From an optimization exercise on the open Yosys and OpenROAD flow, aimed at small area, a short achievable clock period and few clock cycles per item; shortcuts taken in it are not production practice. In this exercise RTL edits were held to simulation tests only and were not proved equivalent to the original. Power is estimated from default activity; no workload was simulated.

==> flow/design.v (outline; a module is shown in full before it is edited, if it fits) <==
// module f32_mult: 996 lines
// module f32_mult_fa: 7 lines
module f32_mult (
  input logic clk, rst_n,
  input logic [31:0] a, b,
  input logic start,
  output logic done,
  output logic [31:0] p
);
  // ...
==> flow/flow/run.sh <==
#!/bin/bash
# The standard layout, with the input/output port buffers made from plain
# buf cells (buffer_ports otherwise picks a slow delay cell for them).
set -euo pipefail
bash standard.sh "BUFFER_PORTS_ARGS=-buffer_cell sky130_fd_sc_hd__buf_4" finish > standard_flow.log 2>&1
==> flow/standard.sh <==
#!/bin/bash
# synth_recipe.tcl (not shown) runs the flow's synth.tcl, then flattens the netlist and writes it again
# the make line also repeats each setting of config.mk as NAME=value (left out here)
make -C /OpenROAD-flow-scripts/flow DESIGN_CONFIG=/design/flow/config.mk WORK_HOME=/design/flow/orfs CLKGATE_MAP_FILE= SYNTH_SCRIPT=/design/flow/synth_recipe.tcl "${@:-finish}"
==> flow/config.mk <==
export PLATFORM = sky130hd
export DESIGN_NAME = f32_mult
export DESIGN_NICKNAME = f32_mult
export VERILOG_FILES = /design/flow/design.v
export SDC_FILE = /design/flow/constraint.sdc
export NUM_CORES = 4
export LEC_CHECK = 0
export ABC_AREA = 1
export CAP_MARGIN = 20
export CORE_MARGIN = 2
export CORE_UTILIZATION = 40
export PLACE_DENSITY = 0.75
export SETUP_SLACK_MARGIN = 4.4
export SLEW_MARGIN = 20
export SYNTH_HIERARCHICAL = 1
export SYNTH_MINIMUM_KEEP_SIZE = 0
==> flow/constraint.sdc <==
create_clock -name core_clock -period 12.0 [get_ports {clk}]
set_input_delay 2.4000 -clock core_clock [delete_from_list [all_inputs] [get_ports {clk}]]
set_output_delay 2.4000 -clock core_clock [all_outputs]
set_load 0.01 [all_outputs]
==> notes.md, run 1 <==
- Multi-input gates: 2527
- Row cnt: 88
- Post-CTS Resized: 1
- Non-Filler Instances: 3896
- Critical path depth: 12
- Cell area after synthesis: 23100 um^2
- Clock sink total: 141
- Placed Area: 24300 um^2
- Post-Place Worst Slack: 4.35 ns
- Crit-path most repeated cell: fa_1
- Commonest non-fill, non-tap cell in the layout: nand2_1
- Seq cells: 141
- Pwr top: combinational cells
- Initial core utilization: 40.3%
- Reg clk slew, reported paths: 0.06 ns
- DR top layer: met5
- Layout Utilization: 43.4%
- CP Launch Type: primary input
- CTS Hold Bufs: 0
- Reg area: 2830 um^2
- Max-slew violations: 0
- Post-synthesis mux area share: 0%
- Worst-margin pin slew: 1.14 ns
- Largest family of logic cells by synthesized area: adder cells
- Seq area share: 11.3%
- Cell Chain, Critical Path: buf_4 -> clkinv_1 -> o21ai_1 -> buf_4 -> o22ai_1 -> xor2_1 -> fa_1 -> fa_1 -> fa_1 -> fa_1 -> fa_1 -> ha_1
- Min-delay worst type: in -> async
- Critical Path Slowest Stage Cell: o21ai_1
- Int Pwr: 3.27 mW
- Seq pwr: 0.893 mW
- Overall power: 7.01 mW
- Synth cell types: 54
- Non-clock inverters: 291
- Status: complete, no violations
- Final hold slack: 1.71 ns
- Grt met3 use: 6.40%
- Layer with the highest usage: met2
- Fin. Hold Viols: 0
- PortBufs: 99
- Regs by FF count: p_q (32), g_q (31), sp_pay_q (22)
- DR DRC count: 0
- Synth Area in Compound Gates: 13.8%
- Net count after synthesis: 3614
- Sequential share of the synthesized area: 12.2%
- Worst Setup EP: p_q[23]
Testbench counts, summed over its fixed seeds: cycles 12,000, ops 12,000.
==> inputs of run 2 (changes only) <==
--- a/flow/design.v
+++ b/flow/design.v
@@ -867,34 +867,32 @@
 logic [47:16] g_q, p_q;
 logic [15:0] s_lo_q;
 logic c_lo_q;
 logic [5:0] sh_q, tz_q;
 logic [3:0] d0_q, d1_q, d2_q;
 logic [8:0] e_base_q;
 logic nr_q;
 logic s_q, sp_nan_q, sp_inf_q, sp_zero_q;
-logic [21:0] sp_pay_q;
 always_ff @(posedge clk) begin
   g_q <= gr;
   p_q <= pr;
-  s_lo_q <= s_lo;
+  s_lo_q <= sp_nan ? sp_pay[15:0] : s_lo;
   c_lo_q <= c_lo;
   sh_q <= sh;
   d0_q <= d0;
   d1_q <= d1;
   d2_q <= d2;
-  e_base_q <= e_base;
+  e_base_q <= sp_nan ? {3'b0, sp_pay[21:16]} : e_base;
   nr_q <= nr;
   tz_q <= tz;
   s_q <= s_r;
   sp_nan_q <= sp_nan;
   sp_inf_q <= sp_inf;
   sp_zero_q <= sp_zero;
-  sp_pay_q <= sp_pay;
 end
 logic st0, st1;
 assign st1 = {1'b0, tz_q} < {1'b0, sh_q};
 assign st0 = {1'b0, tz_q} + 7'd1 < {1'b0, sh_q};
 logic [47:0] prod;
 logic [32:0] hg [0:6];
 logic [32:0] hp [0:6];
 always_comb begin
@@ -972,17 +970,17 @@
   ones = po[5];
 end
 assign round_up = guard & (sticky | mant[0]);
 assign rounded = {(round_up & ones[22]) ? e_pre1[7:0] : e_pre[7:0],
                   mant[22:0] ^ ({ones[21:0], 1'b1} & {23{round_up}})};
 logic [31:0] result;
 always_comb begin
   if (sp_nan_q)
-    result = {s_q, 8'hFF, 1'b1, sp_pay_q};
+    result = {s_q, 8'hFF, 1'b1, e_base_q[5:0], s_lo_q};
   else if (sp_inf_q)
     result = {s_q, 8'hFF, 23'h0};
   else if (sp_zero_q)
     result = {s_q, 31'h0};
   else if (ovf)
     result = {s_q, 8'hFF, 23'h0};
   else
     result = {s_q, rounded};
--- a/flow/config.mk
+++ b/flow/config.mk
@@ -5,12 +5,12 @@
 export SDC_FILE = /design/flow/constraint.sdc
 export NUM_CORES = 4
 export LEC_CHECK = 0
 export ABC_AREA = 1
 export CAP_MARGIN = 20
 export CORE_MARGIN = 2
 export CORE_UTILIZATION = 40
 export PLACE_DENSITY = 0.75
-export SETUP_SLACK_MARGIN = 4.4
+export SETUP_SLACK_MARGIN = 4.8
 export SLEW_MARGIN = 20
 export SYNTH_HIERARCHICAL = 1
 export SYNTH_MINIMUM_KEEP_SIZE = 0
==> notes.md, run 2 <==
- Status: complete, no violations (unchanged)
- Synth cell types: 54 (unchanged)
- Antenna-violating nets left: 0 (unchanged)
- Tmin final: 7.15 ns (was 7.29 ns)
- Commonest non-fill, non-tap cell in the layout: nand2_1 (unchanged)
- Total CTS buffers: 17 (unchanged)
- Critical path depth: 12 (unchanged)
- Power density cells: 278 nW/um^2 (was 281 nW/um^2)
- Max-slew violations: 0 (unchanged)
- Leak: 11.3 nW (was 11.7 nW)
- Total Neg Setup Slack: 0 ns (unchanged)
- Antenna violations before repair: 3 (unchanged)
- ANT cells: 0 (was 1)
- Die footprint: 58100 um^2 (was 59800 um^2)
- Gate Count Post-Synth: 3067 (was 3154)
- Maxcap violations: 0 (unchanged)
- Most flops, register: p_q (unchanged)
- Synthesized flop and latch total: 119 (was 141)
- Die width: 241 um (was 245 um)
- Top FF cell, synth: dfxtp_1 (unchanged)
- Worst-margin pin slew: 1.24 ns (was 1.14 ns)
- Initial core utilization: 40.7% (was 40.3%)
- Fin. Hold Viols: 0 (unchanged)
- Die H: 241 um (was 245 um)
- CTS tree: yes (unchanged)
- Critical Path Max Stage Delay: 0.79 ns (was 0.88 ns)
- Commonest cells after routing, fill and taps aside: nand2_1 (717), xor2_1 (299), o22ai_1 (282) (was nand2_1 (784), xor2_1 (304), o22ai_1 (302))
- Gr ovfl total: 0 (unchanged)
- Dpl cells: 3750 (was 3862)
- Min-delay worst type: in -> async (unchanged)
- Critical Path Slowest Stage Cell: clkinvlp_2 (was o21ai_1)
- Relative slew slack: 16.9% (was 23.8%)
- Critical path's top delay family: adder cells (unchanged)
- Top cells by area, synth: fa_1 (23%), nand2_1 (12%), xor2_1 (12%), dfxtp_1 (11%), o22ai_1 (7.9%) (was fa_1 (23%), nand2_1 (13%), dfxtp_1 (12%), xor2_1 (12%), o22ai_1 (8.2%))
- Synthesis warning total: 10 (unchanged)
- Vias in the first global route: 21340 (was 21941)
- Crit-path most repeated cell: fa_1 (unchanged)
- Initial DRC count: 2685 (was 2930)
- Post-synth EDFFs: 0 (unchanged)
- CTS Hold Bufs: 0 (unchanged)
- PortBufs: 99 (unchanged)
- Clock sink total: 119 (was 141)
- Largest net degree at the start of global routing: 60 (unchanged)
- Cell Chain, Critical Path: buf_4 -> nand2_1 -> o21ai_1 -> clkinvlp_2 -> o22ai_1 -> xor2_1 -> fa_1 -> fa_1 -> fa_1 -> fa_1 -> fa_1 -> ha_1 (was buf_4 -> clkinv_1 -> o21ai_1 -> buf_4 -> o22ai_1 -> xor2_1 -> fa_1 -> fa_1 -> fa_1 -> fa_1 -> fa_1 -> ha_1)
- Most common cell in the netlist: nand2_1 (unchanged)
- Yosys top cell by area: fa_1 (unchanged)
- Drt via density: 5.93 (was 5.82)
- CP Launch Type: primary input (unchanged)
- DRT Wirelength: 80400 um (was 80600 um)
- Crit path capture type: flip-flop (unchanged)
- Critical path fanouts, max: 33 (was 30)
- Unrepaired setup endpoints after global routing: no (was yes)
- Total number of vias: 22626 (was 22671)
- Top Ports: 100 (unchanged)
- Non-Filler Instances: 3815 (was 3896)
- Overall Global Routing Usage: 27.3% (was 26.8%)
- Routed wire per std cell: 21.1 um (was 20.7 um)
- Row cnt: 86 (was 88)
- DRT Pass-1 Iters: 7 (unchanged)
- Overall power: 6.82 mW (was 7.01 mW)
- Ys async rst share: 0.840% (was 0.709%)
- H-tree depth: 4 (unchanged)
- Net count after synthesis: 3527 (was 3614)
- Fraction of layout cells with a size suffix above 1: 9.16% (was 8.50%)
- Area grow syn2layout: 9.24% (was 7.81%)
- Peak Freq: 140 MHz (was 137 MHz)
- Worst Setup EP: p_q[27] (was p_q[23])
- Syn Area/Cell: 7.33 um^2 (was 7.34 um^2)
- Peak supply drop: 145 uV (was 175 uV)
- Worst path bufs/invs: 2 (was 3)
- Setup CP Type: in -> reg (unchanged)
- Crit path from: b[5] (unchanged)
- Post-synth top cells: nand2_1 (719), xor2_1 (299), o22ai_1 (283) (was nand2_1 (784), xor2_1 (304), o22ai_1 (302))
- Max reg flops: 32 (unchanged)
- Root Buffer Master: clkbuf_16 (unchanged)
- Gpl congestion: 0.979 (was 0.996)
- Post-Place Worst Slack: 4.65 ns (was 4.35 ns)
- Share of the synthesized area in the top cell type: 23.3% (was 22.7%)
- Cell area after synthesis: 22500 um^2 (was 23100 um^2)
- DR DRC count: 0 (unchanged)
- Global-route wire length before repair: 122000 um (was 125000 um)
- Setup-failing EPs final: 0 (unchanged)
- Bufs on Longest Clock Path: 2 (unchanged)
- CP arrival: 7.47 ns (was 7.62 ns)
- CP required: 12.32 ns (was 12.33 ns)
- Regs by FF count: p_q (32), g_q (31), s_lo_q (16) (was p_q (32), g_q (31), sp_pay_q (22))
- Fin crit share: 59.6% (was 60.7%)
- Detailed Place HPWL: 58100 um (was 59400 um)
- Sequential share of the synthesized area: 10.6% (was 12.2%)
- Post-route worst setup slack: 4.85 ns (was 4.71 ns)
- Reg clk slew, reported paths: 0.06 ns (about the same)
- Final nets: 3514 (was 3577)
- Core area: 55300 um^2 (was 57500 um^2)
==> run 2: report_power, final <==
group | internal [mW] | leakage [nW] | total, mW | switching [mW]
Clock | 0.276 | 0.274 | 0.510 | 0.234
Sequential | 0.658 | 0.997 | 0.824 | 0.166
Combinational | 2.21 | 10.1 | 5.49 | 3.28
Total | 3.14 | 11.3 | 6.82 | 3.68
==> run 2: logic make-up (layout without fill, tap and decap cells) <==
| kind of cell | count (synthesis) | after routing | share of synthesized area, % |
|---|---|---|---|
| XOR/XNOR | 318 | 318 | 12.4 |
| AND/OR/NAND/NOR | 1192 | 1195 | 23.1 |
| adder cells (fa/ha/maj) | 393 | 393 | 30.6 |
| buffers and inverters | 485 | 482 | 8.47 |
| AO/OA/AOI/OAI | 560 | 560 | 14.8 |
| flip-flops | 119 | 119 | 10.6 |
==> run 2: what timing repair did <==
item | in CTS | in global routing
pin swaps | 0 | 3
gates resized for setup | 3 | 20
endpoints found under the hold margin | 0 | 0
endpoints found under the setup margin | 29 | 41
buffers inserted | 0 | 24
cloned | 2 | 6
==> run 2: per-stage QoR <==
step	area (um^2)	util [%]	hold slack, ns
final	24600	44.4	1.72
after floorplan	22500	-	2.10
after CTS	24200	43.8	1.70
after detailed placement	23600	42.7	2.18
after global routing	24600	44.4	1.71
after global placement	23600	42.6	2.17
==> run 2: worst min path at each step <==
stage                from    to  slack (ns)  cells past startpoint
finish              rst_n  done        1.72                      1
global route        rst_n  done        1.71                      1
CTS                 rst_n  done        1.70                      1
detailed placement  rst_n  done        2.18                      1
global placement    rst_n  done        2.17                      1
floorplan           rst_n  done        2.10                      0
==> run 2: per-layer routing <==
| layer | global-route usage, % | up-vias | share of wire, % |
|---|---|---|---|
| met5 | 0 | - | 0.032 |
| met4 | 12.0 | 4 | 5.3 |
| met3 | 9.50 | 381 | 14 |
| met2 | 41.0 | 1631 | 42 |
| met1 | 35.3 | 10452 | 38 |
| li1 | - | 10158 | - |
==> run 2: Yosys stat by module (local to each module, per instance) <==
module       cells inside  flops+latches  copies in the design  area (um^2)
f32_mult             2810            119                     1        17300
f32_mult_fa             1              0                   257         20.0
==> run 2: area by class of cell <==
class | instances | area, um^2
Clock buffer | 17 | 425
Clock inverter | 15 | 148
Fill cell | 5537 | 30700
Inverter | 289 | 1120
Multi-Input combinational cell | 2466 | 18300
Sequential cell | 119 | 2390
Tap cell | 748 | 936
Timing Repair Buffer | 156 | 1220
Timing Repair inverter | 5 | 31.3
Testbench counts of run 2, summed over its fixed seeds: cycles 12,000, ops 12,000.
==> inputs of run 3 (changes only) <==
--- a/flow/config.mk
+++ b/flow/config.mk
@@ -10,7 +10,7 @@
 export CORE_MARGIN = 2
 export CORE_UTILIZATION = 40
 export PLACE_DENSITY = 0.75
-export SETUP_SLACK_MARGIN = 4.8
+export SETUP_SLACK_MARGIN = 4.4
 export SLEW_MARGIN = 20
 export SYNTH_HIERARCHICAL = 1
 export SYNTH_MINIMUM_KEEP_SIZE = 0
==> notes.md, run 3 <==
- DRT Wirelength: 79400 um (was 80400 um)
- CP Launch Type: flip-flop (was primary input)
- Most flops, register: p_q (unchanged)
- Net count after synthesis: 3527 (unchanged)
- Cell area after synthesis: 22500 um^2 (unchanged)
- Synthesis warning total: 10 (unchanged)
- Post-synth top cells: nand2_1 (719), xor2_1 (299), o22ai_1 (283) (unchanged)
- Max-slew violations: 0 (unchanged)
- CP arrival: 4.80 ns (was 7.47 ns)
- Crit-path most repeated cell: nand2_1 (was fa_1)
- Unrepaired setup endpoints after global routing: no (unchanged)
- Ys async rst share: 0.840% (unchanged)
- CTS tree: yes (unchanged)
- Die footprint: 58100 um^2 (unchanged)
- Gr ovfl total: 0 (unchanged)
- Setup CP Type: reg -> out (was in -> reg)
- Die H: 241 um (unchanged)
- Top Ports: 100 (unchanged)
- Total number of vias: 22303 (was 22626)
- Fraction of layout cells with a size suffix above 1: 7.84% (was 9.16%)
- Maxcap violations: 0 (unchanged)
- Detailed Place HPWL: 58100 um (unchanged)
- Initial DRC count: 2516 (was 2685)
- Post-Place Worst Slack: 4.65 ns (unchanged)
- Peak supply drop: 144 uV (was 145 uV)
- Row cnt: 86 (unchanged)
- Sequential share of power: 12.3% (was 12.1%)
- Overall Global Routing Usage: 27.1% (was 27.3%)
- Die width: 241 um (unchanged)
- Vias in the first global route: 21324 (was 21340)
- Drt via density: 5.89 (was 5.93)
- Relative slew slack: 19.5% (was 16.9%)
- Total CTS buffers: 17 (unchanged)
- Sequential share of the synthesized area: 10.6% (unchanged)
- PortBufs: 99 (unchanged)
- Max reg flops: 32 (unchanged)
- Tmin final: 7.20 ns (was 7.15 ns)
- Min-delay worst type: in -> async (unchanged)
- Core area: 55300 um^2 (unchanged)
- Initial core utilization: 40.7% (unchanged)
- DRT Pass-1 Iters: 9 (was 7)
- Peak Freq: 139 MHz (was 140 MHz)
- Reg clk slew, reported paths: 0.07 ns (was 0.06 ns)
- Root Buffer Master: clkbuf_16 (unchanged)
- Power density cells: 277 nW/um^2 (was 278 nW/um^2)
- Critical Path Slowest Stage Cell: dfxtp_1 (was clkinvlp_2)
- Antenna-violating nets left: 0 (unchanged)
- Crit path from: p_q[30] (was b[5])
- Overall power: 6.71 mW (was 6.82 mW)
- Crit path capture type: primary output (was flip-flop)
- Post-synth EDFFs: 0 (unchanged)
- Switch Pwr: 3.63 mW (was 3.68 mW)
- Status: complete, no violations (unchanged)
- Worst-margin pin slew: 1.20 ns (was 1.24 ns)
- Reg area: 2390 um^2 (unchanged)
- Area grow syn2layout: 7.84% (was 9.24%)
- Total Neg Setup Slack: 0 ns (unchanged)
- Power share of the clock group: 7.6% (was 7.5%)
- Cell Chain, Critical Path: a21oi_1 -> nand2_1 -> a21oi_2 -> nand2_4 -> ha_1 -> nand2_1 -> nand2_1 -> nand2_1 -> nand3_1 -> nand2_1 -> nand4_4 -> inv_8 -> nand2_1 -> nand3_1 -> nand2_2 -> clkinvlp_4 -> nand3_1 -> nor2_1 -> nand2_1 -> nand2_1 -> nand3_1 -> o21ai_0 -> buf_4 (was buf_4 -> nand2_1 -> o21ai_1 -> clkinvlp_2 -> o22ai_1 -> xor2_1 -> fa_1 -> fa_1 -> fa_1 -> fa_1 -> fa_1 -> ha_1)
- Critical path fanouts, max: 25 (was 33)
- Syn Area/Cell: 7.33 um^2 (unchanged)
- Layout Utilization: 43.8% (was 44.4%)
- DR DRC count: 0 (unchanged)
- Synthesized flop and latch total: 119 (unchanged)
- Clock sink total: 119 (unchanged)
- Bufs on Longest Clock Path: 2 (unchanged)
- Fin. Hold Viols: 0 (unchanged)
- Switch share: 54.1% (was 53.9%)
- Int Pwr: 3.08 mW (was 3.14 mW)
- Comb power frac: 80.1% (was 80.4%)
- Synth cell types: 54 (unchanged)
- Worst path bufs/invs: 3 (was 2)
- Share of the synthesized area in the top cell type: 23.3% (unchanged)
- Gpl congestion: 0.979 (unchanged)
- Largest net degree at the start of global routing: 60 (unchanged)
- Fin crit share: 60.0% (was 59.6%)
- Antenna violations before repair: 3 (unchanged)
- CP required: 9.60 ns (was 12.32 ns)
- Area of the multi-input gates: 18200 um^2 (was 18300 um^2)
- Final nets: 3484 (was 3514)
- Commonest cells after routing, fill and taps aside: nand2_1 (719), xor2_1 (299), o22ai_1 (283) (was nand2_1 (717), xor2_1 (299), o22ai_1 (282))
- H-tree depth: 4 (unchanged)
- Most common cell in the netlist: nand2_1 (unchanged)
- Setup-failing EPs final: 0 (unchanged)
- Gate Count Post-Synth: 3067 (unchanged)
- Global-route wire length before repair: 121000 um (was 122000 um)
- Routed wire per std cell: 21.0 um (was 21.1 um)
- Leak: 11.2 nW (was 11.3 nW)
- Critical Path Max Stage Delay: 0.40 ns (was 0.79 ns)
- Fill cells: 5574 (was 5537)
- Regs by FF count: p_q (32), g_q (31), s_lo_q (16) (unchanged)
- Post-route worst setup slack: 4.80 ns (was 4.85 ns)
- Top cells by area, synth: fa_1 (23%), nand2_1 (12%), xor2_1 (12%), dfxtp_1 (11%), o22ai_1 (7.9%) (unchanged)
- Top FF cell, synth: dfxtp_1 (unchanged)
- Yosys top cell by area: fa_1 (unchanged)
- Commonest non-fill, non-tap cell in the layout: nand2_1 (unchanged)
- Critical path's top delay family: simple AND/OR/NAND/NOR gates (was adder cells)
run 3: cell counts after synthesis:
Identical to the previous run, type by type.
run 3: path summary, 6_finish.rpt:
| kind | end | slack, ns | cells past startpoint |
|---|---|---|---|
| max in group asynchronous | done | 10.20 | 1 |
| hold / removal | done | 1.72 | 1 |
| setup / recovery | p[7] | 4.80 | 23 |
| min in group core_clock | done | 2.07 | 1 |
run 3: per-module statistics from Yosys (local to each module, per instance):
| module | cell area (um^2) | copies in the design | cells inside |
|---|---|---|---|
| f32_mult_fa | 20.0 | 257 | 1 |
| f32_mult | 17300 | 1 | 2810 |
run 3: per-stage QoR:
| step | area (um^2) | cells | hold WS (ns) |
|---|---|---|---|
| floorplan | 22500 | 3067 | 2.10 |
| CTS | 24200 | 3782 | 1.70 |
| global placement | 23600 | 3749 | 2.17 |
| finish | 24200 | 3786 | 1.72 |
| detailed placement | 23600 | 3750 | 2.18 |
| global route | 24200 | 3785 | 1.71 |
run 3: cells by family (layout without fill, tap and decap cells):
group / Yosys count / count (layout) / share of synthesized area, %
AO/OA/AOI/OAI: 560 / 560 / 14.8
AND/OR/NAND/NOR: 1192 / 1194 / 23.1
XOR/XNOR: 318 / 318 / 12.4
adder cells (fa/ha/maj): 393 / 393 / 30.6
other: 0 / 1 / 0
flip-flops: 119 / 119 / 10.6
buffers and inverters: 485 / 453 / 8.47
run 3: final cells by class:
| cell class | instances | area share, % |
|---|---|---|
| Antenna cell | 1 | 0.0103 |
| Timing Repair Buffer | 132 | 4.20 |
| Tap cell | 748 | 3.86 |
| Inverter | 289 | 4.52 |
| Sequential cell | 119 | 9.85 |
| Multi-Input combinational cell | 2465 | 75.2 |
| Clock inverter | 15 | 0.609 |
| Clock buffer | 17 | 1.75 |
run 3: metal layers:
layer	global-route usage [%]	routed length, um	share of wire (%)	vias up
li1	-	-	-	10089
met3	9.50	11900	15	307
met2	40.8	33800	43	1603
met1	35.1	30100	38	10300
met5	0	26	0.033	-
met4	11.9	3550	4.5	4
run 3: power by group through the flow:
stage | Combinational [mW] | Sequential, mW | Clock [mW]
CTS | 5.27 | 0.812 | 0.515
detailed placement | 5.23 | 0.821 | 0
floorplan | 3.79 | 0.738 | 0
global placement | 5.05 | 0.818 | 0
finish | 5.37 | 0.823 | 0.510
global route | 6.02 | 0.836 | 0.528
run 3: timing repair:
action / 4_1_cts / 5_1_grt
pin swaps: 0 / 1
cloned: 0 / 2
endpoints found under the setup margin: 3 / 30
setup buffers: 0 / 0
endpoints found under the hold margin: 0 / 0
resized for setup: 1 / 3
hold buffers: 0 / 0

==> re-timing with driven ports <==
The flow's constraints put no driver on any port. The routed layouts listed below were extracted and timed again, unchanged, in two steps.
Step 1 assumes that a clkbuf_16 drives the clock port and a buf_2 every other input.
Step 2 adds t to the input delays and takes it off the output delays; t is the mean of the earliest and latest rising clock arrival at the registers after step 1. Input paths then give back, and output paths get back, about the clock's delay inside the block.
Slacks: no drivers / after step 1 / after step 2; pairs: no drivers / after step 1.
run | t, ns | slack for setup (ns) | hold slack, ns | worst data-port slew with drivers (ns) | cell pins on the clock port's net
run 1 | 0.506 | 4.713 / 4.726 / 4.243 | 1.711 / 1.678 / 2.184 | 0.12 | 1
run 2 | 0.492 | 4.846 / 4.879 / 4.387 | 1.724 / 1.692 / 2.184 | 0.11 | 1
run 3 | 0.492 | 4.803 / 4.746 / 4.534 | 1.724 / 1.693 / 2.185 | 0.11 | 1
After both steps setup and hold are still met in every run listed. The setup slack of run 1, which loses most, moves by +0.013 ns with the drivers and by -0.470 ns with both steps.
